Context: an optimization exercise on an open-source flow, tuned for small area, a short achievable clock period and few clock cycles per item. The choices shown serve that exercise and are no tape-out recipe. No functional check of the RTL was part of this run. Power and IR drop assume default switching activity.

File: design/flow/design.v
module Complex_Multiplier (
	input clk,
	input rst,
	input signed  [7:0] Re_in_1,
	input signed  [7:0] Im_in_1,
	input signed  [7:0] Re_in_2,
	input signed  [7:0] Im_in_2,
	input signed  [1:0] data_valid_in,
	output signed [15:0] Re_out,
	output signed [15:0] Im_out,
	output signed [1:0] data_valid_out
);
wire cone1, ctwo2, cnz3, cnegn4, cone5, ctwo6, cnz7, cnegn8, cone9, ctwo10, cnz11, cnegn12, cone13, ctwo14, cnz15, cnegn16, done17, dtwo18, dnz19, dnegn20, done21, dtwo22, dnz23, dnegn24, done25, dtwo26, dnz27, dnegn28, done29, dtwo30, dnz31, dnegn32, pp33, pp34, pp35, pp36, pp37, pp38, pp39, pp40, pp41, pp42, pp43, pp44, pp45, pp46, pp47, pp48, pp49, pp50, pp51, pp52, pp53, pp54, pp55, pp56, pp57, pp58, pp59, pp60, pp61, pp62, pp63, pp64, pp65, pp66, pp67, pp68, pp69, pp70, pp71, pp72, pp73, pp74, pp75, pp76, pp77, pp78, pp79, pp80, pp81, pp82, pp83, pp84, pp85, pp86, pp87, pp88, pp89, pp90, pp91, pp92, pp93, pp94, pp95, pp96, pp97, pp98, pp99, pp100, pp101, pp102, pp103, pp104, ci105, ci106, ci107, ci108, res109, rec110, res111, rec112, res113, rec114, res115, rec116, res117, rec118, res119, rec120, res121, rec122, res123, rec124, res125, rec126, res127, rec128, res129, rec130, res131, rec132, res133, rec134, res135, rec136, res137, rec138, res139, rec140, res141, rec142, res143, rec144, res145, rec146, res147, rec148, res149, rec150, res151, rec152, res153, rec154, res155, rec156, res157, rec158, res159, rec160, res161, rec162, res163, rec164, res165, rec166, res167, rec168, res169, rec170, res171, rec172, res173, rec174, res175, rec176, res177, rec178, res179, rec180, res181, rec182, res183, rec184, res185, rec186, res187, rec188, res189, rec190, res191, rec192, res193, rec194, res195, rec196, res197, rec198, res199, rec200, res201, rec202, res203, rec204, res205, rec206, res207, rec208, res209, rec210, res211, rec212, res213, rec214, res215, rec216, res217, rec218, res219, rec220, res221, rec222, res223, rec224, res225, rec226, res227, rec228, res229, rec230, res231, rec232, res233, rec234, res235, rec236, res237, rec238, res239, rec240, res241, rec242, pp243, pp244, pp245, pp246, pp247, pp248, pp249, pp250, pp251, pp252, pp253, pp254, pp255, pp256, pp257, pp258, pp259, pp260, pp261, pp262, pp263, pp264, pp265, pp266, pp267, pp268, pp269, pp270, pp271, pp272, pp273, pp274, pp275, pp276, pp277, pp278, pp279, pp280, pp281, pp282, pp283, pp284, pp285, pp286, pp287, pp288, pp289, pp290, pp291, pp292, pp293, pp294, pp295, pp296, pp297, pp298, pp299, pp300, pp301, pp302, pp303, pp304, pp305, pp306, pp307, pp308, pp309, pp310, pp311, pp312, pp313, pp314, ci315, ci316, ci317, ci318, ims319, imc320, ims321, imc322, ims323, imc324, ims325, imc326, ims327, imc328, ims329, imc330, ims331, imc332, ims333, imc334, ims335, imc336, ims337, imc338, ims339, imc340, ims341, imc342, ims343, imc344, ims345, imc346, ims347, imc348, ims349, imc350, ims351, imc352, ims353, imc354, ims355, imc356, ims357, imc358, ims359, imc360, ims361, imc362, ims363, imc364, ims365, imc366, ims367, imc368, ims369, imc370, ims371, imc372, ims373, imc374, ims375, imc376, ims377, imc378, ims379, imc380, ims381, imc382, ims383, imc384, ims385, imc386, ims387, imc388, ims389, imc390, ims391, imc392, ims393, imc394, ims395, imc396, ims397, imc398, ims399, imc400, ims401, imc402, ims403, imc404, ims405, imc406, ims407, imc408, ims409, imc410, ims411, imc412, ims413, imc414, ims415, imc416, ims417, imc418, ims419, imc420, ims421, imc422, ims423, imc424, ims425, imc426, ims427, imc428, ims429, imc430, ims431, imc432, ims433, imc434, ims435, imc436, ims437, imc438, ims439, imc440, ims441, imc442, ims443, imc444, ims445, imc446, ims447, imc448, ims449, imc450, ims451, imc452, relos453, reloc454, relos455, reloc456, relos457, reloc458, relos459, reloc460, imlos461, imloc462, imlos463, imloc464, imlos465, imloc466, imlos467, imloc468;
cm_benc0 u_cone1 (.y1(Re_in_2[1]), .y0(Re_in_2[0]), .one(cone1), .two(ctwo2), .nz(cnz3));
assign cnegn4 = ~Re_in_2[1];
cm_benc u_cone5 (.y1(Re_in_2[3]), .y0(Re_in_2[2]), .ym(Re_in_2[1]), .one(cone5), .two(ctwo6), .nz(cnz7));
assign cnegn8 = ~Re_in_2[3];
cm_benc u_cone9 (.y1(Re_in_2[5]), .y0(Re_in_2[4]), .ym(Re_in_2[3]), .one(cone9), .two(ctwo10), .nz(cnz11));
assign cnegn12 = ~Re_in_2[5];
cm_benc u_cone13 (.y1(Re_in_2[7]), .y0(Re_in_2[6]), .ym(Re_in_2[5]), .one(cone13), .two(ctwo14), .nz(cnz15));
assign cnegn16 = ~Re_in_2[7];
cm_benc0 u_done17 (.y1(Im_in_2[1]), .y0(Im_in_2[0]), .one(done17), .two(dtwo18), .nz(dnz19));
assign dnegn20 = ~Im_in_2[1];
cm_benc u_done21 (.y1(Im_in_2[3]), .y0(Im_in_2[2]), .ym(Im_in_2[1]), .one(done21), .two(dtwo22), .nz(dnz23));
assign dnegn24 = ~Im_in_2[3];
cm_benc u_done25 (.y1(Im_in_2[5]), .y0(Im_in_2[4]), .ym(Im_in_2[3]), .one(done25), .two(dtwo26), .nz(dnz27));
assign dnegn28 = ~Im_in_2[5];
cm_benc u_done29 (.y1(Im_in_2[7]), .y0(Im_in_2[6]), .ym(Im_in_2[5]), .one(done29), .two(dtwo30), .nz(dnz31));
assign dnegn32 = ~Im_in_2[7];
cm_bsel1 u_pp33 (.e(cone1), .x(Re_in_1[0]), .n(Re_in_2[1]), .p(pp33));
cm_bsel2 u_pp34 (.e1(cone1), .x1(Re_in_1[1]), .e2(ctwo2), .x2(Re_in_1[0]), .n(Re_in_2[1]), .p(pp34));
cm_bsel2 u_pp35 (.e1(cone1), .x1(Re_in_1[2]), .e2(ctwo2), .x2(Re_in_1[1]), .n(Re_in_2[1]), .p(pp35));
cm_bsel2 u_pp36 (.e1(cone1), .x1(Re_in_1[3]), .e2(ctwo2), .x2(Re_in_1[2]), .n(Re_in_2[1]), .p(pp36));
cm_bsel2 u_pp37 (.e1(cone1), .x1(Re_in_1[4]), .e2(ctwo2), .x2(Re_in_1[3]), .n(Re_in_2[1]), .p(pp37));
cm_bsel2 u_pp38 (.e1(cone1), .x1(Re_in_1[5]), .e2(ctwo2), .x2(Re_in_1[4]), .n(Re_in_2[1]), .p(pp38));
cm_bsel2 u_pp39 (.e1(cone1), .x1(Re_in_1[6]), .e2(ctwo2), .x2(Re_in_1[5]), .n(Re_in_2[1]), .p(pp39));
cm_bsel2 u_pp40 (.e1(cone1), .x1(Re_in_1[7]), .e2(ctwo2), .x2(Re_in_1[6]), .n(Re_in_2[1]), .p(pp40));
cm_bsel1 u_pp41 (.e(cnz3), .x(Re_in_1[7]), .n(cnegn4), .p(pp41));
cm_bsel1 u_pp42 (.e(cone5), .x(Re_in_1[0]), .n(Re_in_2[3]), .p(pp42));
cm_bsel2 u_pp43 (.e1(cone5), .x1(Re_in_1[1]), .e2(ctwo6), .x2(Re_in_1[0]), .n(Re_in_2[3]), .p(pp43));
cm_bsel2 u_pp44 (.e1(cone5), .x1(Re_in_1[2]), .e2(ctwo6), .x2(Re_in_1[1]), .n(Re_in_2[3]), .p(pp44));
cm_bsel2 u_pp45 (.e1(cone5), .x1(Re_in_1[3]), .e2(ctwo6), .x2(Re_in_1[2]), .n(Re_in_2[3]), .p(pp45));
cm_bsel2 u_pp46 (.e1(cone5), .x1(Re_in_1[4]), .e2(ctwo6), .x2(Re_in_1[3]), .n(Re_in_2[3]), .p(pp46));
cm_bsel2 u_pp47 (.e1(cone5), .x1(Re_in_1[5]), .e2(ctwo6), .x2(Re_in_1[4]), .n(Re_in_2[3]), .p(pp47));
cm_bsel2 u_pp48 (.e1(cone5), .x1(Re_in_1[6]), .e2(ctwo6), .x2(Re_in_1[5]), .n(Re_in_2[3]), .p(pp48));
cm_bsel2 u_pp49 (.e1(cone5), .x1(Re_in_1[7]), .e2(ctwo6), .x2(Re_in_1[6]), .n(Re_in_2[3]), .p(pp49));
cm_bsel1 u_pp50 (.e(cnz7), .x(Re_in_1[7]), .n(cnegn8), .p(pp50));
cm_bsel1 u_pp51 (.e(cone9), .x(Re_in_1[0]), .n(Re_in_2[5]), .p(pp51));
cm_bsel2 u_pp52 (.e1(cone9), .x1(Re_in_1[1]), .e2(ctwo10), .x2(Re_in_1[0]), .n(Re_in_2[5]), .p(pp52));
cm_bsel2 u_pp53 (.e1(cone9), .x1(Re_in_1[2]), .e2(ctwo10), .x2(Re_in_1[1]), .n(Re_in_2[5]), .p(pp53));
cm_bsel2 u_pp54 (.e1(cone9), .x1(Re_in_1[3]), .e2(ctwo10), .x2(Re_in_1[2]), .n(Re_in_2[5]), .p(pp54));
cm_bsel2 u_pp55 (.e1(cone9), .x1(Re_in_1[4]), .e2(ctwo10), .x2(Re_in_1[3]), .n(Re_in_2[5]), .p(pp55));
cm_bsel2 u_pp56 (.e1(cone9), .x1(Re_in_1[5]), .e2(ctwo10), .x2(Re_in_1[4]), .n(Re_in_2[5]), .p(pp56));
cm_bsel2 u_pp57 (.e1(cone9), .x1(Re_in_1[6]), .e2(ctwo10), .x2(Re_in_1[5]), .n(Re_in_2[5]), .p(pp57));
cm_bsel2 u_pp58 (.e1(cone9), .x1(Re_in_1[7]), .e2(ctwo10), .x2(Re_in_1[6]), .n(Re_in_2[5]), .p(pp58));
cm_bsel1 u_pp59 (.e(cnz11), .x(Re_in_1[7]), .n(cnegn12), .p(pp59));
cm_bsel1 u_pp60 (.e(cone13), .x(Re_in_1[0]), .n(Re_in_2[7]), .p(pp60));
cm_bsel2 u_pp61 (.e1(cone13), .x1(Re_in_1[1]), .e2(ctwo14), .x2(Re_in_1[0]), .n(Re_in_2[7]), .p(pp61));
cm_bsel2 u_pp62 (.e1(cone13), .x1(Re_in_1[2]), .e2(ctwo14), .x2(Re_in_1[1]), .n(Re_in_2[7]), .p(pp62));
cm_bsel2 u_pp63 (.e1(cone13), .x1(Re_in_1[3]), .e2(ctwo14), .x2(Re_in_1[2]), .n(Re_in_2[7]), .p(pp63));
cm_bsel2 u_pp64 (.e1(cone13), .x1(Re_in_1[4]), .e2(ctwo14), .x2(Re_in_1[3]), .n(Re_in_2[7]), .p(pp64));
cm_bsel2 u_pp65 (.e1(cone13), .x1(Re_in_1[5]), .e2(ctwo14), .x2(Re_in_1[4]), .n(Re_in_2[7]), .p(pp65));
cm_bsel2 u_pp66 (.e1(cone13), .x1(Re_in_1[6]), .e2(ctwo14), .x2(Re_in_1[5]), .n(Re_in_2[7]), .p(pp66));
cm_bsel2 u_pp67 (.e1(cone13), .x1(Re_in_1[7]), .e2(ctwo14), .x2(Re_in_1[6]), .n(Re_in_2[7]), .p(pp67));
cm_bsel1 u_pp68 (.e(cnz15), .x(Re_in_1[7]), .n(cnegn16), .p(pp68));
cm_bsel1 u_pp69 (.e(done17), .x(Im_in_1[0]), .n(dnegn20), .p(pp69));
cm_bsel2 u_pp70 (.e1(done17), .x1(Im_in_1[1]), .e2(dtwo18), .x2(Im_in_1[0]), .n(dnegn20), .p(pp70));
cm_bsel2 u_pp71 (.e1(done17), .x1(Im_in_1[2]), .e2(dtwo18), .x2(Im_in_1[1]), .n(dnegn20), .p(pp71));
cm_bsel2 u_pp72 (.e1(done17), .x1(Im_in_1[3]), .e2(dtwo18), .x2(Im_in_1[2]), .n(dnegn20), .p(pp72));
cm_bsel2 u_pp73 (.e1(done17), .x1(Im_in_1[4]), .e2(dtwo18), .x2(Im_in_1[3]), .n(dnegn20), .p(pp73));
cm_bsel2 u_pp74 (.e1(done17), .x1(Im_in_1[5]), .e2(dtwo18), .x2(Im_in_1[4]), .n(dnegn20), .p(pp74));
cm_bsel2 u_pp75 (.e1(done17), .x1(Im_in_1[6]), .e2(dtwo18), .x2(Im_in_1[5]), .n(dnegn20), .p(pp75));
cm_bsel2 u_pp76 (.e1(done17), .x1(Im_in_1[7]), .e2(dtwo18), .x2(Im_in_1[6]), .n(dnegn20), .p(pp76));
cm_bsel1 u_pp77 (.e(dnz19), .x(Im_in_1[7]), .n(Im_in_2[1]), .p(pp77));
cm_bsel1 u_pp78 (.e(done21), .x(Im_in_1[0]), .n(dnegn24), .p(pp78));
cm_bsel2 u_pp79 (.e1(done21), .x1(Im_in_1[1]), .e2(dtwo22), .x2(Im_in_1[0]), .n(dnegn24), .p(pp79));
cm_bsel2 u_pp80 (.e1(done21), .x1(Im_in_1[2]), .e2(dtwo22), .x2(Im_in_1[1]), .n(dnegn24), .p(pp80));
cm_bsel2 u_pp81 (.e1(done21), .x1(Im_in_1[3]), .e2(dtwo22), .x2(Im_in_1[2]), .n(dnegn24), .p(pp81));
cm_bsel2 u_pp82 (.e1(done21), .x1(Im_in_1[4]), .e2(dtwo22), .x2(Im_in_1[3]), .n(dnegn24), .p(pp82));
cm_bsel2 u_pp83 (.e1(done21), .x1(Im_in_1[5]), .e2(dtwo22), .x2(Im_in_1[4]), .n(dnegn24), .p(pp83));
cm_bsel2 u_pp84 (.e1(done21), .x1(Im_in_1[6]), .e2(dtwo22), .x2(Im_in_1[5]), .n(dnegn24), .p(pp84));
cm_bsel2 u_pp85 (.e1(done21), .x1(Im_in_1[7]), .e2(dtwo22), .x2(Im_in_1[6]), .n(dnegn24), .p(pp85));
cm_bsel1 u_pp86 (.e(dnz23), .x(Im_in_1[7]), .n(Im_in_2[3]), .p(pp86));
cm_bsel1 u_pp87 (.e(done25), .x(Im_in_1[0]), .n(dnegn28), .p(pp87));
cm_bsel2 u_pp88 (.e1(done25), .x1(Im_in_1[1]), .e2(dtwo26), .x2(Im_in_1[0]), .n(dnegn28), .p(pp88));
cm_bsel2 u_pp89 (.e1(done25), .x1(Im_in_1[2]), .e2(dtwo26), .x2(Im_in_1[1]), .n(dnegn28), .p(pp89));
cm_bsel2 u_pp90 (.e1(done25), .x1(Im_in_1[3]), .e2(dtwo26), .x2(Im_in_1[2]), .n(dnegn28), .p(pp90));
cm_bsel2 u_pp91 (.e1(done25), .x1(Im_in_1[4]), .e2(dtwo26), .x2(Im_in_1[3]), .n(dnegn28), .p(pp91));
cm_bsel2 u_pp92 (.e1(done25), .x1(Im_in_1[5]), .e2(dtwo26), .x2(Im_in_1[4]), .n(dnegn28), .p(pp92));
cm_bsel2 u_pp93 (.e1(done25), .x1(Im_in_1[6]), .e2(dtwo26), .x2(Im_in_1[5]), .n(dnegn28), .p(pp93));
cm_bsel2 u_pp94 (.e1(done25), .x1(Im_in_1[7]), .e2(dtwo26), .x2(Im_in_1[6]), .n(dnegn28), .p(pp94));
cm_bsel1 u_pp95 (.e(dnz27), .x(Im_in_1[7]), .n(Im_in_2[5]), .p(pp95));
cm_bsel1 u_pp96 (.e(done29), .x(Im_in_1[0]), .n(dnegn32), .p(pp96));
cm_bsel2 u_pp97 (.e1(done29), .x1(Im_in_1[1]), .e2(dtwo30), .x2(Im_in_1[0]), .n(dnegn32), .p(pp97));
cm_bsel2 u_pp98 (.e1(done29), .x1(Im_in_1[2]), .e2(dtwo30), .x2(Im_in_1[1]), .n(dnegn32), .p(pp98));
cm_bsel2 u_pp99 (.e1(done29), .x1(Im_in_1[3]), .e2(dtwo30), .x2(Im_in_1[2]), .n(dnegn32), .p(pp99));
cm_bsel2 u_pp100 (.e1(done29), .x1(Im_in_1[4]), .e2(dtwo30), .x2(Im_in_1[3]), .n(dnegn32), .p(pp100));
cm_bsel2 u_pp101 (.e1(done29), .x1(Im_in_1[5]), .e2(dtwo30), .x2(Im_in_1[4]), .n(dnegn32), .p(pp101));
cm_bsel2 u_pp102 (.e1(done29), .x1(Im_in_1[6]), .e2(dtwo30), .x2(Im_in_1[5]), .n(dnegn32), .p(pp102));
cm_bsel2 u_pp103 (.e1(done29), .x1(Im_in_1[7]), .e2(dtwo30), .x2(Im_in_1[6]), .n(dnegn32), .p(pp103));
cm_bsel1 u_pp104 (.e(dnz31), .x(Im_in_1[7]), .n(Im_in_2[7]), .p(pp104));
assign ci105 = ~pp49;
assign ci106 = ~pp100;
assign ci107 = ~pp102;
assign ci108 = ~pp104;
cm_ha u_res109 (.a(Re_in_2[7]), .b(dnegn32), .s(res109), .co(rec110));
cm_fa u_res111 (.a(Re_in_2[5]), .b(dnegn28), .c(pp37), .s(res111), .co(rec112));
cm_ha u_res113 (.a(pp38), .b(pp45), .s(res113), .co(rec114));
cm_fa u_res115 (.a(res109), .b(pp39), .c(pp46), .s(res115), .co(rec116));
cm_fa u_res117 (.a(pp53), .b(pp60), .c(pp75), .s(res117), .co(rec118));
cm_fa u_res119 (.a(rec110), .b(pp40), .c(pp47), .s(res119), .co(rec120));
cm_fa u_res121 (.a(pp54), .b(pp61), .c(pp76), .s(res121), .co(rec122));
cm_ha u_res123 (.a(pp83), .b(pp90), .s(res123), .co(rec124));
cm_fa u_res125 (.a(pp41), .b(pp48), .c(pp55), .s(res125), .co(rec126));
cm_fa u_res127 (.a(pp62), .b(pp77), .c(pp84), .s(res127), .co(rec128));
cm_ha u_res129 (.a(pp91), .b(pp98), .s(res129), .co(rec130));
cm_fa u_res131 (.a(pp56), .b(pp63), .c(pp85), .s(res131), .co(rec132));
cm_ha u_res133 (.a(pp92), .b(pp99), .s(res133), .co(rec134));
cm_fa u_res135 (.a(pp49), .b(pp50), .c(pp57), .s(res135), .co(rec136));
cm_ha u_res137 (.a(pp64), .b(pp86), .s(res137), .co(rec138));
cm_ha u_res139 (.a(pp100), .b(pp101), .s(res139), .co(rec140));
cm_fa u_res141 (.a(Re_in_2[3]), .b(dnegn24), .c(pp35), .s(res141), .co(rec142));
cm_ha u_res143 (.a(pp36), .b(pp43), .s(res143), .co(rec144));
cm_fa u_res145 (.a(pp44), .b(pp51), .c(pp73), .s(res145), .co(rec146));
cm_ha u_res147 (.a(pp80), .b(pp87), .s(res147), .co(rec148));
cm_fa u_res149 (.a(pp52), .b(pp74), .c(pp81), .s(res149), .co(rec150));
cm_fa u_res151 (.a(pp88), .b(res113), .c(rec112), .s(res151), .co(rec152));
cm_fa u_res153 (.a(pp82), .b(pp89), .c(pp96), .s(res153), .co(rec154));
cm_fa u_res155 (.a(rec114), .b(res115), .c(res117), .s(res155), .co(rec156));
cm_fa u_res157 (.a(pp97), .b(res123), .c(rec116), .s(res157), .co(rec158));
cm_fa u_res159 (.a(rec118), .b(res119), .c(res121), .s(res159), .co(rec160));
cm_fa u_res161 (.a(rec124), .b(res129), .c(rec120), .s(res161), .co(rec162));
cm_fa u_res163 (.a(rec122), .b(res125), .c(res127), .s(res163), .co(rec164));
cm_fa u_res165 (.a(ci105), .b(rec130), .c(res133), .s(res165), .co(rec166));
cm_fa u_res167 (.a(rec126), .b(rec128), .c(res131), .s(res167), .co(rec168));
cm_fa u_res169 (.a(pp93), .b(ci106), .c(rec134), .s(res169), .co(rec170));
cm_fa u_res171 (.a(res137), .b(rec132), .c(res135), .s(res171), .co(rec172));
cm_fa u_res173 (.a(pp58), .b(pp65), .c(pp94), .s(res173), .co(rec174));
cm_fa u_res175 (.a(rec138), .b(res139), .c(rec136), .s(res175), .co(rec176));
cm_fa u_res177 (.a(pp59), .b(pp66), .c(pp95), .s(res177), .co(rec178));
cm_ha u_res179 (.a(ci107), .b(rec140), .s(res179), .co(rec180));
cm_ha u_res181 (.a(pp102), .b(pp103), .s(res181), .co(rec182));
cm_ha u_res183 (.a(Re_in_2[1]), .b(dnegn20), .s(res183), .co(rec184));
cm_ha u_res185 (.a(pp42), .b(pp71), .s(res185), .co(rec186));
cm_fa u_res187 (.a(pp72), .b(pp79), .c(res143), .s(res187), .co(rec188));
cm_fa u_res189 (.a(rec144), .b(res147), .c(res111), .s(res189), .co(rec190));
cm_fa u_res191 (.a(rec148), .b(rec146), .c(res149), .s(res191), .co(rec192));
cm_fa u_res193 (.a(rec150), .b(res153), .c(rec152), .s(res193), .co(rec194));
cm_fa u_res195 (.a(rec154), .b(rec156), .c(res157), .s(res195), .co(rec196));
cm_fa u_res197 (.a(rec158), .b(rec160), .c(res161), .s(res197), .co(rec198));
cm_fa u_res199 (.a(res165), .b(rec162), .c(rec164), .s(res199), .co(rec200));
cm_fa u_res201 (.a(rec166), .b(res169), .c(rec168), .s(res201), .co(rec202));
cm_fa u_res203 (.a(res173), .b(rec170), .c(rec172), .s(res203), .co(rec204));
cm_fa u_res205 (.a(rec174), .b(res179), .c(res177), .s(res205), .co(rec206));
cm_fa u_res207 (.a(pp67), .b(res181), .c(rec180), .s(res207), .co(rec208));
cm_ha u_res209 (.a(pp68), .b(ci108), .s(res209), .co(rec210));
cm_ha u_res211 (.a(res183), .b(pp33), .s(res211), .co(rec212));
cm_fa u_res213 (.a(rec184), .b(pp34), .c(pp70), .s(res213), .co(rec214));
cm_fa u_res215 (.a(pp78), .b(res185), .c(res141), .s(res215), .co(rec216));
cm_fa u_res217 (.a(rec186), .b(rec142), .c(res187), .s(res217), .co(rec218));
cm_fa u_res219 (.a(res145), .b(rec188), .c(res189), .s(res219), .co(rec220));
cm_fa u_res221 (.a(rec190), .b(res151), .c(res191), .s(res221), .co(rec222));
cm_fa u_res223 (.a(rec192), .b(res155), .c(res193), .s(res223), .co(rec224));
cm_fa u_res225 (.a(res159), .b(rec194), .c(res195), .s(res225), .co(rec226));
cm_fa u_res227 (.a(res163), .b(rec196), .c(res197), .s(res227), .co(rec228));
cm_fa u_res229 (.a(res167), .b(rec198), .c(res199), .s(res229), .co(rec230));
cm_fa u_res231 (.a(res171), .b(rec200), .c(res201), .s(res231), .co(rec232));
cm_fa u_res233 (.a(res175), .b(rec202), .c(res203), .s(res233), .co(rec234));
cm_fa u_res235 (.a(rec176), .b(res205), .c(rec204), .s(res235), .co(rec236));
cm_fa u_res237 (.a(rec178), .b(res207), .c(rec206), .s(res237), .co(rec238));
cm_fa u_res239 (.a(rec182), .b(res209), .c(rec208), .s(res239), .co(rec240));
cm_ha u_res241 (.a(pp104), .b(rec210), .s(res241), .co(rec242));
cm_bsel1 u_pp243 (.e(cone1), .x(Im_in_1[0]), .n(Re_in_2[1]), .p(pp243));
cm_bsel2 u_pp244 (.e1(cone1), .x1(Im_in_1[1]), .e2(ctwo2), .x2(Im_in_1[0]), .n(Re_in_2[1]), .p(pp244));
cm_bsel2 u_pp245 (.e1(cone1), .x1(Im_in_1[2]), .e2(ctwo2), .x2(Im_in_1[1]), .n(Re_in_2[1]), .p(pp245));
cm_bsel2 u_pp246 (.e1(cone1), .x1(Im_in_1[3]), .e2(ctwo2), .x2(Im_in_1[2]), .n(Re_in_2[1]), .p(pp246));
cm_bsel2 u_pp247 (.e1(cone1), .x1(Im_in_1[4]), .e2(ctwo2), .x2(Im_in_1[3]), .n(Re_in_2[1]), .p(pp247));
cm_bsel2 u_pp248 (.e1(cone1), .x1(Im_in_1[5]), .e2(ctwo2), .x2(Im_in_1[4]), .n(Re_in_2[1]), .p(pp248));
cm_bsel2 u_pp249 (.e1(cone1), .x1(Im_in_1[6]), .e2(ctwo2), .x2(Im_in_1[5]), .n(Re_in_2[1]), .p(pp249));
cm_bsel2 u_pp250 (.e1(cone1), .x1(Im_in_1[7]), .e2(ctwo2), .x2(Im_in_1[6]), .n(Re_in_2[1]), .p(pp250));
cm_bsel1 u_pp251 (.e(cnz3), .x(Im_in_1[7]), .n(cnegn4), .p(pp251));
cm_bsel1 u_pp252 (.e(cone5), .x(Im_in_1[0]), .n(Re_in_2[3]), .p(pp252));
cm_bsel2 u_pp253 (.e1(cone5), .x1(Im_in_1[1]), .e2(ctwo6), .x2(Im_in_1[0]), .n(Re_in_2[3]), .p(pp253));
cm_bsel2 u_pp254 (.e1(cone5), .x1(Im_in_1[2]), .e2(ctwo6), .x2(Im_in_1[1]), .n(Re_in_2[3]), .p(pp254));
cm_bsel2 u_pp255 (.e1(cone5), .x1(Im_in_1[3]), .e2(ctwo6), .x2(Im_in_1[2]), .n(Re_in_2[3]), .p(pp255));
cm_bsel2 u_pp256 (.e1(cone5), .x1(Im_in_1[4]), .e2(ctwo6), .x2(Im_in_1[3]), .n(Re_in_2[3]), .p(pp256));
cm_bsel2 u_pp257 (.e1(cone5), .x1(Im_in_1[5]), .e2(ctwo6), .x2(Im_in_1[4]), .n(Re_in_2[3]), .p(pp257));
cm_bsel2 u_pp258 (.e1(cone5), .x1(Im_in_1[6]), .e2(ctwo6), .x2(Im_in_1[5]), .n(Re_in_2[3]), .p(pp258));
cm_bsel2 u_pp259 (.e1(cone5), .x1(Im_in_1[7]), .e2(ctwo6), .x2(Im_in_1[6]), .n(Re_in_2[3]), .p(pp259));
cm_bsel1 u_pp260 (.e(cnz7), .x(Im_in_1[7]), .n(cnegn8), .p(pp260));
cm_bsel1 u_pp261 (.e(cone9), .x(Im_in_1[0]), .n(Re_in_2[5]), .p(pp261));
cm_bsel2 u_pp262 (.e1(cone9), .x1(Im_in_1[1]), .e2(ctwo10), .x2(Im_in_1[0]), .n(Re_in_2[5]), .p(pp262));
cm_bsel2 u_pp263 (.e1(cone9), .x1(Im_in_1[2]), .e2(ctwo10), .x2(Im_in_1[1]), .n(Re_in_2[5]), .p(pp263));
cm_bsel2 u_pp264 (.e1(cone9), .x1(Im_in_1[3]), .e2(ctwo10), .x2(Im_in_1[2]), .n(Re_in_2[5]), .p(pp264));
cm_bsel2 u_pp265 (.e1(cone9), .x1(Im_in_1[4]), .e2(ctwo10), .x2(Im_in_1[3]), .n(Re_in_2[5]), .p(pp265));
cm_bsel2 u_pp266 (.e1(cone9), .x1(Im_in_1[5]), .e2(ctwo10), .x2(Im_in_1[4]), .n(Re_in_2[5]), .p(pp266));
cm_bsel2 u_pp267 (.e1(cone9), .x1(Im_in_1[6]), .e2(ctwo10), .x2(Im_in_1[5]), .n(Re_in_2[5]), .p(pp267));
cm_bsel2 u_pp268 (.e1(cone9), .x1(Im_in_1[7]), .e2(ctwo10), .x2(Im_in_1[6]), .n(Re_in_2[5]), .p(pp268));
cm_bsel1 u_pp269 (.e(cnz11), .x(Im_in_1[7]), .n(cnegn12), .p(pp269));
cm_bsel1 u_pp270 (.e(cone13), .x(Im_in_1[0]), .n(Re_in_2[7]), .p(pp270));
cm_bsel2 u_pp271 (.e1(cone13), .x1(Im_in_1[1]), .e2(ctwo14), .x2(Im_in_1[0]), .n(Re_in_2[7]), .p(pp271));
cm_bsel2 u_pp272 (.e1(cone13), .x1(Im_in_1[2]), .e2(ctwo14), .x2(Im_in_1[1]), .n(Re_in_2[7]), .p(pp272));
cm_bsel2 u_pp273 (.e1(cone13), .x1(Im_in_1[3]), .e2(ctwo14), .x2(Im_in_1[2]), .n(Re_in_2[7]), .p(pp273));
cm_bsel2 u_pp274 (.e1(cone13), .x1(Im_in_1[4]), .e2(ctwo14), .x2(Im_in_1[3]), .n(Re_in_2[7]), .p(pp274));
cm_bsel2 u_pp275 (.e1(cone13), .x1(Im_in_1[5]), .e2(ctwo14), .x2(Im_in_1[4]), .n(Re_in_2[7]), .p(pp275));
cm_bsel2 u_pp276 (.e1(cone13), .x1(Im_in_1[6]), .e2(ctwo14), .x2(Im_in_1[5]), .n(Re_in_2[7]), .p(pp276));
cm_bsel2 u_pp277 (.e1(cone13), .x1(Im_in_1[7]), .e2(ctwo14), .x2(Im_in_1[6]), .n(Re_in_2[7]), .p(pp277));
cm_bsel1 u_pp278 (.e(cnz15), .x(Im_in_1[7]), .n(cnegn16), .p(pp278));
cm_bsel1 u_pp279 (.e(done17), .x(Re_in_1[0]), .n(Im_in_2[1]), .p(pp279));
cm_bsel2 u_pp280 (.e1(done17), .x1(Re_in_1[1]), .e2(dtwo18), .x2(Re_in_1[0]), .n(Im_in_2[1]), .p(pp280));
cm_bsel2 u_pp281 (.e1(done17), .x1(Re_in_1[2]), .e2(dtwo18), .x2(Re_in_1[1]), .n(Im_in_2[1]), .p(pp281));
cm_bsel2 u_pp282 (.e1(done17), .x1(Re_in_1[3]), .e2(dtwo18), .x2(Re_in_1[2]), .n(Im_in_2[1]), .p(pp282));
cm_bsel2 u_pp283 (.e1(done17), .x1(Re_in_1[4]), .e2(dtwo18), .x2(Re_in_1[3]), .n(Im_in_2[1]), .p(pp283));
cm_bsel2 u_pp284 (.e1(done17), .x1(Re_in_1[5]), .e2(dtwo18), .x2(Re_in_1[4]), .n(Im_in_2[1]), .p(pp284));
cm_bsel2 u_pp285 (.e1(done17), .x1(Re_in_1[6]), .e2(dtwo18), .x2(Re_in_1[5]), .n(Im_in_2[1]), .p(pp285));
cm_bsel2 u_pp286 (.e1(done17), .x1(Re_in_1[7]), .e2(dtwo18), .x2(Re_in_1[6]), .n(Im_in_2[1]), .p(pp286));
cm_bsel1 u_pp287 (.e(dnz19), .x(Re_in_1[7]), .n(dnegn20), .p(pp287));
cm_bsel1 u_pp288 (.e(done21), .x(Re_in_1[0]), .n(Im_in_2[3]), .p(pp288));
cm_bsel2 u_pp289 (.e1(done21), .x1(Re_in_1[1]), .e2(dtwo22), .x2(Re_in_1[0]), .n(Im_in_2[3]), .p(pp289));
cm_bsel2 u_pp290 (.e1(done21), .x1(Re_in_1[2]), .e2(dtwo22), .x2(Re_in_1[1]), .n(Im_in_2[3]), .p(pp290));
cm_bsel2 u_pp291 (.e1(done21), .x1(Re_in_1[3]), .e2(dtwo22), .x2(Re_in_1[2]), .n(Im_in_2[3]), .p(pp291));
cm_bsel2 u_pp292 (.e1(done21), .x1(Re_in_1[4]), .e2(dtwo22), .x2(Re_in_1[3]), .n(Im_in_2[3]), .p(pp292));
cm_bsel2 u_pp293 (.e1(done21), .x1(Re_in_1[5]), .e2(dtwo22), .x2(Re_in_1[4]), .n(Im_in_2[3]), .p(pp293));
cm_bsel2 u_pp294 (.e1(done21), .x1(Re_in_1[6]), .e2(dtwo22), .x2(Re_in_1[5]), .n(Im_in_2[3]), .p(pp294));
cm_bsel2 u_pp295 (.e1(done21), .x1(Re_in_1[7]), .e2(dtwo22), .x2(Re_in_1[6]), .n(Im_in_2[3]), .p(pp295));
cm_bsel1 u_pp296 (.e(dnz23), .x(Re_in_1[7]), .n(dnegn24), .p(pp296));
cm_bsel1 u_pp297 (.e(done25), .x(Re_in_1[0]), .n(Im_in_2[5]), .p(pp297));
cm_bsel2 u_pp298 (.e1(done25), .x1(Re_in_1[1]), .e2(dtwo26), .x2(Re_in_1[0]), .n(Im_in_2[5]), .p(pp298));
cm_bsel2 u_pp299 (.e1(done25), .x1(Re_in_1[2]), .e2(dtwo26), .x2(Re_in_1[1]), .n(Im_in_2[5]), .p(pp299));
cm_bsel2 u_pp300 (.e1(done25), .x1(Re_in_1[3]), .e2(dtwo26), .x2(Re_in_1[2]), .n(Im_in_2[5]), .p(pp300));
cm_bsel2 u_pp301 (.e1(done25), .x1(Re_in_1[4]), .e2(dtwo26), .x2(Re_in_1[3]), .n(Im_in_2[5]), .p(pp301));
cm_bsel2 u_pp302 (.e1(done25), .x1(Re_in_1[5]), .e2(dtwo26), .x2(Re_in_1[4]), .n(Im_in_2[5]), .p(pp302));
cm_bsel2 u_pp303 (.e1(done25), .x1(Re_in_1[6]), .e2(dtwo26), .x2(Re_in_1[5]), .n(Im_in_2[5]), .p(pp303));
cm_bsel2 u_pp304 (.e1(done25), .x1(Re_in_1[7]), .e2(dtwo26), .x2(Re_in_1[6]), .n(Im_in_2[5]), .p(pp304));
cm_bsel1 u_pp305 (.e(dnz27), .x(Re_in_1[7]), .n(dnegn28), .p(pp305));
cm_bsel1 u_pp306 (.e(done29), .x(Re_in_1[0]), .n(Im_in_2[7]), .p(pp306));
cm_bsel2 u_pp307 (.e1(done29), .x1(Re_in_1[1]), .e2(dtwo30), .x2(Re_in_1[0]), .n(Im_in_2[7]), .p(pp307));
cm_bsel2 u_pp308 (.e1(done29), .x1(Re_in_1[2]), .e2(dtwo30), .x2(Re_in_1[1]), .n(Im_in_2[7]), .p(pp308));
cm_bsel2 u_pp309 (.e1(done29), .x1(Re_in_1[3]), .e2(dtwo30), .x2(Re_in_1[2]), .n(Im_in_2[7]), .p(pp309));
cm_bsel2 u_pp310 (.e1(done29), .x1(Re_in_1[4]), .e2(dtwo30), .x2(Re_in_1[3]), .n(Im_in_2[7]), .p(pp310));
cm_bsel2 u_pp311 (.e1(done29), .x1(Re_in_1[5]), .e2(dtwo30), .x2(Re_in_1[4]), .n(Im_in_2[7]), .p(pp311));
cm_bsel2 u_pp312 (.e1(done29), .x1(Re_in_1[6]), .e2(dtwo30), .x2(Re_in_1[5]), .n(Im_in_2[7]), .p(pp312));
cm_bsel2 u_pp313 (.e1(done29), .x1(Re_in_1[7]), .e2(dtwo30), .x2(Re_in_1[6]), .n(Im_in_2[7]), .p(pp313));
cm_bsel1 u_pp314 (.e(dnz31), .x(Re_in_1[7]), .n(dnegn32), .p(pp314));
assign ci315 = ~pp259;
assign ci316 = ~pp259;
assign ci317 = ~pp269;
assign ci318 = ~pp278;
cm_ha u_ims319 (.a(Im_in_2[7]), .b(Re_in_2[7]), .s(ims319), .co(imc320));
cm_fa u_ims321 (.a(Im_in_2[5]), .b(Re_in_2[5]), .c(pp247), .s(ims321), .co(imc322));
cm_ha u_ims323 (.a(pp248), .b(pp255), .s(ims323), .co(imc324));
cm_fa u_ims325 (.a(ims319), .b(pp249), .c(pp256), .s(ims325), .co(imc326));
cm_fa u_ims327 (.a(pp263), .b(pp270), .c(pp285), .s(ims327), .co(imc328));
cm_fa u_ims329 (.a(imc320), .b(pp250), .c(pp257), .s(ims329), .co(imc330));
cm_fa u_ims331 (.a(pp264), .b(pp271), .c(pp286), .s(ims331), .co(imc332));
cm_ha u_ims333 (.a(pp293), .b(pp300), .s(ims333), .co(imc334));
cm_fa u_ims335 (.a(pp251), .b(pp258), .c(pp265), .s(ims335), .co(imc336));
cm_fa u_ims337 (.a(pp272), .b(pp287), .c(pp294), .s(ims337), .co(imc338));
cm_ha u_ims339 (.a(pp301), .b(pp308), .s(ims339), .co(imc340));
cm_fa u_ims341 (.a(pp266), .b(pp273), .c(pp295), .s(ims341), .co(imc342));
cm_ha u_ims343 (.a(pp302), .b(pp309), .s(ims343), .co(imc344));
cm_fa u_ims345 (.a(pp260), .b(pp267), .c(pp274), .s(ims345), .co(imc346));
cm_ha u_ims347 (.a(pp296), .b(pp303), .s(ims347), .co(imc348));
cm_ha u_ims349 (.a(pp259), .b(pp268), .s(ims349), .co(imc350));
cm_fa u_ims351 (.a(Im_in_2[3]), .b(Re_in_2[3]), .c(pp245), .s(ims351), .co(imc352));
cm_ha u_ims353 (.a(pp246), .b(pp253), .s(ims353), .co(imc354));
cm_fa u_ims355 (.a(pp254), .b(pp261), .c(pp283), .s(ims355), .co(imc356));
cm_ha u_ims357 (.a(pp290), .b(pp297), .s(ims357), .co(imc358));
cm_fa u_ims359 (.a(pp262), .b(pp284), .c(pp291), .s(ims359), .co(imc360));
cm_fa u_ims361 (.a(pp298), .b(ims323), .c(imc322), .s(ims361), .co(imc362));
cm_fa u_ims363 (.a(pp292), .b(pp299), .c(pp306), .s(ims363), .co(imc364));
cm_fa u_ims365 (.a(imc324), .b(ims325), .c(ims327), .s(ims365), .co(imc366));
cm_fa u_ims367 (.a(pp307), .b(ims333), .c(imc326), .s(ims367), .co(imc368));
cm_fa u_ims369 (.a(imc328), .b(ims329), .c(ims331), .s(ims369), .co(imc370));
cm_fa u_ims371 (.a(imc334), .b(ims339), .c(imc330), .s(ims371), .co(imc372));
cm_fa u_ims373 (.a(imc332), .b(ims335), .c(ims337), .s(ims373), .co(imc374));
cm_fa u_ims375 (.a(ci315), .b(imc340), .c(ims343), .s(ims375), .co(imc376));
cm_fa u_ims377 (.a(imc336), .b(imc338), .c(ims341), .s(ims377), .co(imc378));
cm_fa u_ims379 (.a(pp310), .b(ci316), .c(imc344), .s(ims379), .co(imc380));
cm_fa u_ims381 (.a(ims347), .b(imc342), .c(ims345), .s(ims381), .co(imc382));
cm_fa u_ims383 (.a(pp275), .b(pp304), .c(pp311), .s(ims383), .co(imc384));
cm_fa u_ims385 (.a(imc348), .b(ims349), .c(imc346), .s(ims385), .co(imc386));
cm_fa u_ims387 (.a(pp276), .b(pp305), .c(pp312), .s(ims387), .co(imc388));
cm_ha u_ims389 (.a(ci317), .b(imc350), .s(ims389), .co(imc390));
cm_ha u_ims391 (.a(pp269), .b(pp277), .s(ims391), .co(imc392));
cm_ha u_ims393 (.a(Im_in_2[1]), .b(Re_in_2[1]), .s(ims393), .co(imc394));
cm_ha u_ims395 (.a(pp252), .b(pp281), .s(ims395), .co(imc396));
cm_fa u_ims397 (.a(pp282), .b(pp289), .c(ims353), .s(ims397), .co(imc398));
cm_fa u_ims399 (.a(imc354), .b(ims357), .c(ims321), .s(ims399), .co(imc400));
cm_fa u_ims401 (.a(imc358), .b(imc356), .c(ims359), .s(ims401), .co(imc402));
cm_fa u_ims403 (.a(imc360), .b(ims363), .c(imc362), .s(ims403), .co(imc404));
cm_fa u_ims405 (.a(imc364), .b(imc366), .c(ims367), .s(ims405), .co(imc406));
cm_fa u_ims407 (.a(imc368), .b(imc370), .c(ims371), .s(ims407), .co(imc408));
cm_fa u_ims409 (.a(ims375), .b(imc372), .c(imc374), .s(ims409), .co(imc410));
cm_fa u_ims411 (.a(imc376), .b(ims379), .c(imc378), .s(ims411), .co(imc412));
cm_fa u_ims413 (.a(ims383), .b(imc380), .c(imc382), .s(ims413), .co(imc414));
cm_fa u_ims415 (.a(imc384), .b(ims389), .c(ims387), .s(ims415), .co(imc416));
cm_fa u_ims417 (.a(pp313), .b(ims391), .c(imc390), .s(ims417), .co(imc418));
cm_ha u_ims419 (.a(pp314), .b(ci318), .s(ims419), .co(imc420));
cm_ha u_ims421 (.a(ims393), .b(pp243), .s(ims421), .co(imc422));
cm_fa u_ims423 (.a(imc394), .b(pp244), .c(pp280), .s(ims423), .co(imc424));
cm_fa u_ims425 (.a(pp288), .b(ims395), .c(ims351), .s(ims425), .co(imc426));
cm_fa u_ims427 (.a(imc396), .b(imc352), .c(ims397), .s(ims427), .co(imc428));
cm_fa u_ims429 (.a(ims355), .b(imc398), .c(ims399), .s(ims429), .co(imc430));
cm_fa u_ims431 (.a(imc400), .b(ims361), .c(ims401), .s(ims431), .co(imc432));
cm_fa u_ims433 (.a(imc402), .b(ims365), .c(ims403), .s(ims433), .co(imc434));
cm_fa u_ims435 (.a(ims369), .b(imc404), .c(ims405), .s(ims435), .co(imc436));
cm_fa u_ims437 (.a(ims373), .b(imc406), .c(ims407), .s(ims437), .co(imc438));
cm_fa u_ims439 (.a(ims377), .b(imc408), .c(ims409), .s(ims439), .co(imc440));
cm_fa u_ims441 (.a(ims381), .b(imc410), .c(ims411), .s(ims441), .co(imc442));
cm_fa u_ims443 (.a(ims385), .b(imc412), .c(ims413), .s(ims443), .co(imc444));
cm_fa u_ims445 (.a(imc386), .b(ims415), .c(imc414), .s(ims445), .co(imc446));
cm_fa u_ims447 (.a(imc388), .b(ims417), .c(imc416), .s(ims447), .co(imc448));
cm_fa u_ims449 (.a(imc392), .b(ims419), .c(imc418), .s(ims449), .co(imc450));
cm_ha u_ims451 (.a(pp278), .b(imc420), .s(ims451), .co(imc452));
cm_ha u_relos453 (.a(pp69), .b(res211), .s(relos453), .co(reloc454));
cm_fa u_relos455 (.a(rec212), .b(res213), .c(reloc454), .s(relos455), .co(reloc456));
cm_fa u_relos457 (.a(rec214), .b(res215), .c(reloc456), .s(relos457), .co(reloc458));
cm_fa u_relos459 (.a(rec216), .b(res217), .c(reloc458), .s(relos459), .co(reloc460));
cm_ha u_imlos461 (.a(pp279), .b(ims421), .s(imlos461), .co(imloc462));
cm_fa u_imlos463 (.a(imc422), .b(ims423), .c(imloc462), .s(imlos463), .co(imloc464));
cm_fa u_imlos465 (.a(imc424), .b(ims425), .c(imloc464), .s(imlos465), .co(imloc466));
cm_fa u_imlos467 (.a(imc426), .b(ims427), .c(imloc466), .s(imlos467), .co(imloc468));
reg vld_q;
always @(posedge clk) vld_q <= ~rst & (|data_valid_in);
assign data_valid_out = {1'b0, vld_q};
wire [15:0] re_r0 = {res241, res239, res237, rec234, rec232, rec230, rec228, rec226, rec224, rec222, rec220, rec218, rec216, rec214, rec212, pp69};
wire [15:0] re_r1 = {rec240, rec238, rec236, res235, res233, res231, res229, res227, res225, res223, res221, res219, res217, res215, res213, res211};
reg [3:0] re_lo_q;
always @(posedge clk) re_lo_q <= {relos459, relos457, relos455, relos453};
reg re_q0_4;
always @(posedge clk) re_q0_4 <= rec218;
reg re_q0_5;
always @(posedge clk) re_q0_5 <= rec220;
reg re_q0_6;
always @(posedge clk) re_q0_6 <= rec222;
reg re_q0_7;
always @(posedge clk) re_q0_7 <= rec224;
reg re_q0_8;
always @(posedge clk) re_q0_8 <= rec226;
reg re_q0_9;
always @(posedge clk) re_q0_9 <= rec228;
reg re_q0_10;
always @(posedge clk) re_q0_10 <= rec230;
reg re_q0_11;
always @(posedge clk) re_q0_11 <= rec232;
reg re_q0_12;
always @(posedge clk) re_q0_12 <= rec234;
reg re_q0_13;
always @(posedge clk) re_q0_13 <= res237;
reg re_q0_14;
always @(posedge clk) re_q0_14 <= res239;
reg re_q0_15;
always @(posedge clk) re_q0_15 <= res241;
reg re_q1_4;
always @(posedge clk) re_q1_4 <= res219;
reg re_q1_5;
always @(posedge clk) re_q1_5 <= res221;
reg re_q1_6;
always @(posedge clk) re_q1_6 <= res223;
reg re_q1_7;
always @(posedge clk) re_q1_7 <= res225;
reg re_q1_8;
always @(posedge clk) re_q1_8 <= res227;
reg re_q1_9;
always @(posedge clk) re_q1_9 <= res229;
reg re_q1_10;
always @(posedge clk) re_q1_10 <= res231;
reg re_q1_11;
always @(posedge clk) re_q1_11 <= res233;
reg re_q1_12;
always @(posedge clk) re_q1_12 <= res235;
reg re_q1_13;
always @(posedge clk) re_q1_13 <= rec236;
reg re_q1_14;
always @(posedge clk) re_q1_14 <= rec238;
reg re_q1_15;
always @(posedge clk) re_q1_15 <= rec240;
reg re_cy_q;
always @(posedge clk) re_cy_q <= reloc460;
assign Re_out = {{re_q0_15, re_q0_14, re_q0_13, re_q0_12, re_q0_11, re_q0_10, re_q0_9, re_q0_8, re_q0_7, re_q0_6, re_q0_5, re_q0_4} + {re_q1_15, re_q1_14, re_q1_13, re_q1_12, re_q1_11, re_q1_10, re_q1_9, re_q1_8, re_q1_7, re_q1_6, re_q1_5, re_q1_4} + re_cy_q, re_lo_q};
wire [15:0] im_r0 = {ims451, ims449, ims447, imc444, imc442, imc440, imc438, imc436, imc434, imc432, imc430, imc428, imc426, imc424, imc422, pp279};
wire [15:0] im_r1 = {imc450, imc448, imc446, ims445, ims443, ims441, ims439, ims437, ims435, ims433, ims431, ims429, ims427, ims425, ims423, ims421};
reg [3:0] im_lo_q;
always @(posedge clk) im_lo_q <= {imlos467, imlos465, imlos463, imlos461};
reg im_q0_4;
always @(posedge clk) im_q0_4 <= imc428;
reg im_q0_5;
always @(posedge clk) im_q0_5 <= imc430;
reg im_q0_6;
always @(posedge clk) im_q0_6 <= imc432;
reg im_q0_7;
always @(posedge clk) im_q0_7 <= imc434;
reg im_q0_8;
always @(posedge clk) im_q0_8 <= imc436;
reg im_q0_9;
always @(posedge clk) im_q0_9 <= imc438;
reg im_q0_10;
always @(posedge clk) im_q0_10 <= imc440;
reg im_q0_11;
always @(posedge clk) im_q0_11 <= imc442;
reg im_q0_12;
always @(posedge clk) im_q0_12 <= imc444;
reg im_q0_13;
always @(posedge clk) im_q0_13 <= ims447;
reg im_q0_14;
always @(posedge clk) im_q0_14 <= ims449;
reg im_q0_15;
always @(posedge clk) im_q0_15 <= ims451;
reg im_q1_4;
always @(posedge clk) im_q1_4 <= ims429;
reg im_q1_5;
always @(posedge clk) im_q1_5 <= ims431;
reg im_q1_6;
always @(posedge clk) im_q1_6 <= ims433;
reg im_q1_7;
always @(posedge clk) im_q1_7 <= ims435;
reg im_q1_8;
always @(posedge clk) im_q1_8 <= ims437;
reg im_q1_9;
always @(posedge clk) im_q1_9 <= ims439;
reg im_q1_10;
always @(posedge clk) im_q1_10 <= ims441;
reg im_q1_11;
always @(posedge clk) im_q1_11 <= ims443;
reg im_q1_12;
always @(posedge clk) im_q1_12 <= ims445;
reg im_q1_13;
always @(posedge clk) im_q1_13 <= imc446;
reg im_q1_14;
always @(posedge clk) im_q1_14 <= imc448;
reg im_q1_15;
always @(posedge clk) im_q1_15 <= imc450;
reg im_cy_q;
always @(posedge clk) im_cy_q <= imloc468;
assign Im_out = {{im_q0_15, im_q0_14, im_q0_13, im_q0_12, im_q0_11, im_q0_10, im_q0_9, im_q0_8, im_q0_7, im_q0_6, im_q0_5, im_q0_4} + {im_q1_15, im_q1_14, im_q1_13, im_q1_12, im_q1_11, im_q1_10, im_q1_9, im_q1_8, im_q1_7, im_q1_6, im_q1_5, im_q1_4} + im_cy_q, im_lo_q};
endmodule
module cm_fa (input a, input b, input c, output s, output co);
  assign s = a ^ b ^ c;
  assign co = (a & b) | (a & c) | (b & c);
endmodule
module cm_bsel1 (input e, input x, input n, output p);
  assign p = (e & x) ^ n;
endmodule
module cm_bsel2 (input e1, input x1, input e2, input x2, input n, output p);
  assign p = ((e1 & x1) | (e2 & x2)) ^ n;
endmodule
module cm_benc (input y1, input y0, input ym, output one, output two, output nz);
  assign one = y0 ^ ym;
  assign two = (y1 & ~y0 & ~ym) | (~y1 & y0 & ym);
  assign nz = ~(y1 & y0 & ym) & (y1 | y0 | ym);
endmodule
module cm_bencp (input y1, input y0, input ym, output one, output two, output nz, output ne);
  assign one = y0 ^ ym;
  assign two = (y1 & ~y0 & ~ym) | (~y1 & y0 & ym);
  assign nz = ~(y1 & y0 & ym) & (y1 | y0 | ym);
  assign ne = y1 & ~(y0 & ym);
endmodule
module cm_bencm (input y1, input y0, input ym, output one, output two, output nz, output ne);
  assign one = y0 ^ ym;
  assign two = (y1 & ~y0 & ~ym) | (~y1 & y0 & ym);
  assign nz = ~(y1 & y0 & ym) & (y1 | y0 | ym);
  assign ne = ~y1 & (y0 | ym);
endmodule
module cm_benc0p (input y1, input y0, output one, output two, output nz, output ne);
  assign one = y0;
  assign two = y1 & ~y0;
  assign nz = y1 | y0;
  assign ne = y1;
endmodule
module cm_benc0m (input y1, input y0, output one, output two, output nz, output ne);
  assign one = y0;
  assign two = y1 & ~y0;
  assign nz = y1 | y0;
  assign ne = ~y1 & y0;
endmodule
module cm_bsel1n (input e, input x, input n, output p);
  assign p = ~((e & x) ^ n);
endmodule
module cm_benc0 (input y1, input y0, output one, output two, output nz);
  assign one = y0;
  assign two = y1 & ~y0;
  assign nz = y1 | y0;
endmodule
module cm_ao21 (input a, input b, input c, output y);
  assign y = (a & b) | c;
endmodule
module cm_and2 (input a, input b, output y);
  assign y = a & b;
endmodule
module cm_xor2 (input a, input b, output y);
  assign y = a ^ b;
endmodule
module cm_ha (input a, input b, output s, output co);
  assign s = a ^ b;
  assign co = a & b;
endmodule
File: design/flow/flow/run.sh
#!/bin/bash
# The standard ORFS flow (standard.sh) with these changes:
#  - port buffers are sky130_fd_sc_hd__buf_1 cells instead of the default
#    delay buffers;
#  - before floorplanning, combinational cells start at drive strength 1
#    (flow/downsize.tcl); the flow's repair steps upsize where needed;
#  - extra make variables, one per line, from flow/make_args.txt if present.
# Each tool's log stays under orfs/logs/; make's own output goes to run_make.log.
set -euo pipefail
here=$(pwd)
extra=()
if [[ -f flow/make_args.txt ]]; then
  while IFS= read -r line; do
    [[ -n "$line" ]] && extra+=("$line")
  done < flow/make_args.txt
fi
bash standard.sh \
  "BUFFER_PORTS_ARGS=-buffer_cell sky130_fd_sc_hd__buf_1" \
  "PRE_FLOORPLAN_TCL=$here/flow/downsize.tcl" \
  "${extra[@]}" \
  finish > run_make.log 2>&1
File: design/flow/flow/downsize.tcl
# PRE_FLOORPLAN hook: start every combinational cell of the synthesized netlist
# at drive strength 1; the flow's own repair steps upsize cells where timing
# or slew needs it. Flip-flops keep the cell synthesis gave them.
set n_down 0
foreach inst [get_cells *] {
  set ref [get_property $inst ref_name]
  if { [regexp {^(sky130_fd_sc_hd__[a-z0-9]+)_([0-9]+)$} $ref -> base size] } {
    if { $size <= 1 || [string match "*__df*" $base] || [string match "*__conb*" $base] } {
      continue
    }
    set cand [get_lib_cells -quiet */${base}_1]
    if { [llength $cand] > 0 } {
      replace_cell $inst [lindex $cand 0]
      incr n_down
    }
  }
}
puts "downsize.tcl: $n_down cells set to drive strength 1"
File: design/flow/standard.sh
#!/bin/bash
# synth_recipe.tcl (not shown) runs the flow's synth.tcl, then flattens the netlist and writes it again
# the make line also repeats each setting of config.mk as NAME=value (left out here)
make -C /OpenROAD-flow-scripts/flow DESIGN_CONFIG=/design/flow/config.mk WORK_HOME=/design/flow/orfs CLKGATE_MAP_FILE= SYNTH_SCRIPT=/design/flow/synth_recipe.tcl "${@:-finish}"
File: design/flow/config.mk
export PLATFORM = sky130hd
export DESIGN_NAME = Complex_Multiplier
export DESIGN_NICKNAME = Complex_Multiplier
export VERILOG_FILES = /design/flow/design.v
export SDC_FILE = /design/flow/constraint.sdc
export NUM_CORES = 4
export LEC_CHECK = 0
export CAP_MARGIN = 20
export CORE_MARGIN = 2
export CORE_UTILIZATION = 60
export CTS_BUF_LIST = sky130_fd_sc_hd__clkbuf_4 sky130_fd_sc_hd__clkbuf_8
export SETUP_SLACK_MARGIN = 1.2
export SLEW_MARGIN = 20
export SYNTH_HIERARCHICAL = 1
File: design/flow/constraint.sdc
create_clock -name core_clock -period 5.0 [get_ports {clk}]
set_input_delay 1.0000 -clock core_clock [delete_from_list [all_inputs] [get_ports {clk}]]
set_output_delay 1.0000 -clock core_clock [all_outputs]
set_load 0.01 [all_outputs]
==> impl_metrics.toml <==
[sta]
slew_viol_final = 0
setup_viol = 0
rsz0062_at_grt = "no"
max_clock_freq_mhz = 268
hold_violations = 0
slew_headroom = 0.502
finalCritPeriodShare = 0.745
finalCriticalPeriod_ns = 3.73
fin_tns_setup_ns = 0
tightest_slew_ns = 0.747

[final_layout]
diodes = 0
fin_nets = 1008
drive_gt1_frac = 0.121
reg_top3 = "im_lo_q x4, re_lo_q x4"
nFillCells = 956
final_area_sq_um = 8590
final_cells = 958

[detailed_routing]
ant_nets = 0
routed-via-count = 5894
wl_um = 18700
wl_per_cell_um = 19.6
drc = 0
dr.pass1.iters = 5
vias_per_cell = 6.15
drt_iter0_markers = 384

[clock_network]
clkSinkCount = 59
h-tree-depth = 3
cts-root-buf = "clkbuf_8"
clkSlewWorstSetupHoldPaths_ns = 0.07
cts_tree = "built"
holdBufCountCts = 0
clock_path_buffers = 2
cts_made_buffers = 9

[status]
outcome = "no timing/DRC/antenna violations"

[die]
core-area_sq_um = 12000
start_util = 0.610
die_area_sq_um = 13100
die_width_um = 114
core.rowCount = 40
pin_count = 70
die_y_um = 114

[hold_path]
min_from = "rst"
hp-class = "in -> reg"
holdPathStages = 2
hold-path-endpoint = "vld_q"

[global_routing]
grtUsageTotal = 0.310
grt_pass1_wl_um = 31000
grt_max_degree = 19
grt_pass1_vias = 6053
overflow = 0
antenna_found_initial = 0

[worst_setup_path]
cpPeakStageDelay_ns = 0.53
crit_top_cell = "fa_1"
path_depth = 10
cp_max_fo = 14
cp.required_ns = 5.24
start_kind = "primary input"
path_cells = "buf_2, nand2b_1, o21ai_2, buf_4, a22oi_1, xnor2_1, fa_1, fa_1, fa_1, fa_1"
worst_path_dominant_cell_family = "adder cells"
endpoint_kind = "register"
worst-path-buf-inv = 2
worstSetupPathType = "in -> reg"
crit_arrival_ns = 3.97
cp_slowest_cell = "fa_1"

[flow_run]
drv_cap = 0

[place]
dp.cells = 929
dpl.hpwl_um = 14200
io_buffers = 68
placed_cell_area_sq_um = 8110
routabilityCongestion = 0.951

[yosys]
yosys_warnings = 7
syn_nets = 879
synth_cells = 677

[power_and_ir_drop]
peakVddDrop_uv = 538
p_per_area_nw_per_um2 = 553
p_leak_nw = 3.43
-- how the worst max path moves through the flow --
| stage | startpoint | endpoint | slack [ns] |
|---|---|---|---|
| 2_1_floorplan | Im_in_2[5] | re_q1_9 | 1.21 |
| 3_3_place_gp | Im_in_2[3] | re_q1_9 | 0.59 |
| 3_5_place_dp | Im_in_2[3] | re_q1_9 | 0.49 |
| 4_1_cts | Im_in_2[1] | re_q1_7 | 1.21 |
| 5_1_grt | Im_in_2[1] | re_q1_10 | 1.18 |
| 6_report | Re_in_2[3] | re_q1_7 | 1.27 |
-- placed cells by master, fill, tap and decap left out, drive strengths merged, types with 8 or more instances in the layout --
cell type / n
buf: 118
clkbuf: 18
fa: 112
ha: 54
inv: 25
xor2: 12
and3: 8
nand2: 36
o21ai: 12
nor2: 14
a22oi: 112
a21oi: 8
dfxtp: 59
xnor2: 158
-- routing by layer --
layer,track usage,vias to the layer above,wire (um)
met3,0.0635,36,1450
met1,0.432,2939,8000
met5,0,-,0
met2,0.484,282,8790
li1,-,2637,-
met4,0.110,0,499
-- report_power, final --
part	switching, mW	internal [mW]
Sequential	0.0772	0.755
Combinational	1.85	1.49
Clock	0.209	0.371
-- what timing repair did --
item / CTS / global route
endpoints found under the hold margin: 0 / 0
setup buffers: 5 / 8
pin swaps: 2 / 8
endpoints found under the setup margin: 30 / 24
resized for setup: 9 / 16
-- area by class of cell --
class	instances	area, sq um	share of cell area
clock buffers	12	165	0.0192
clock inverters	4	95.1	0.0111
well taps	147	184	0.0214
multi-input cells	587	6150	0.716
inverters	25	93.8	0.0109
flip-flops and latches	59	1180	0.137
repair buffers	124	723	0.0842
-- stage by stage --
step | hold WS (ns) | setup WS [ns] | util | power, mW
4_1_cts | 0.754 | 1.21 | 0.707 | 4.80
3_5_place_dp | 1.16 | 0.490 | 0.678 | 4.17
3_3_place_gp | 1.15 | 0.591 | 0.678 | 4.05
6_report | 0.777 | 1.27 | 0.718 | 4.75
5_1_grt | 0.763 | 1.18 | 0.718 | 5.29
2_1_floorplan | 1.07 | 1.21 | - | 3.25

## separate check: timing with driven ports
Ports are ideal in the flow. The routed layout listed here was re-timed in OpenROAD.
Step 1, drivers: a clkbuf_16 drives clk and a buf_2 each remaining input, both assumed.
Step 2 adds t to the input delays and takes it off the output delays; t is the mean of the earliest and latest rising clock arrival at the registers after step 1. Input paths then give back, and output paths get back, about the clock's delay inside the block.
Three values: ideal, step 1, step 2; two values: the first two.
t (ns): 0.399
setup slack, ns: 1.273 / 1.271 / 0.872
worst register clock-pin slew, ns: 0.07 / 0.07
worst data-port slew with drivers (ns): 0.04
After both steps setup and hold are still met in this run. For this run, drivers alone change the setup slack by -0.002 ns; drivers and shift together by -0.401 ns.
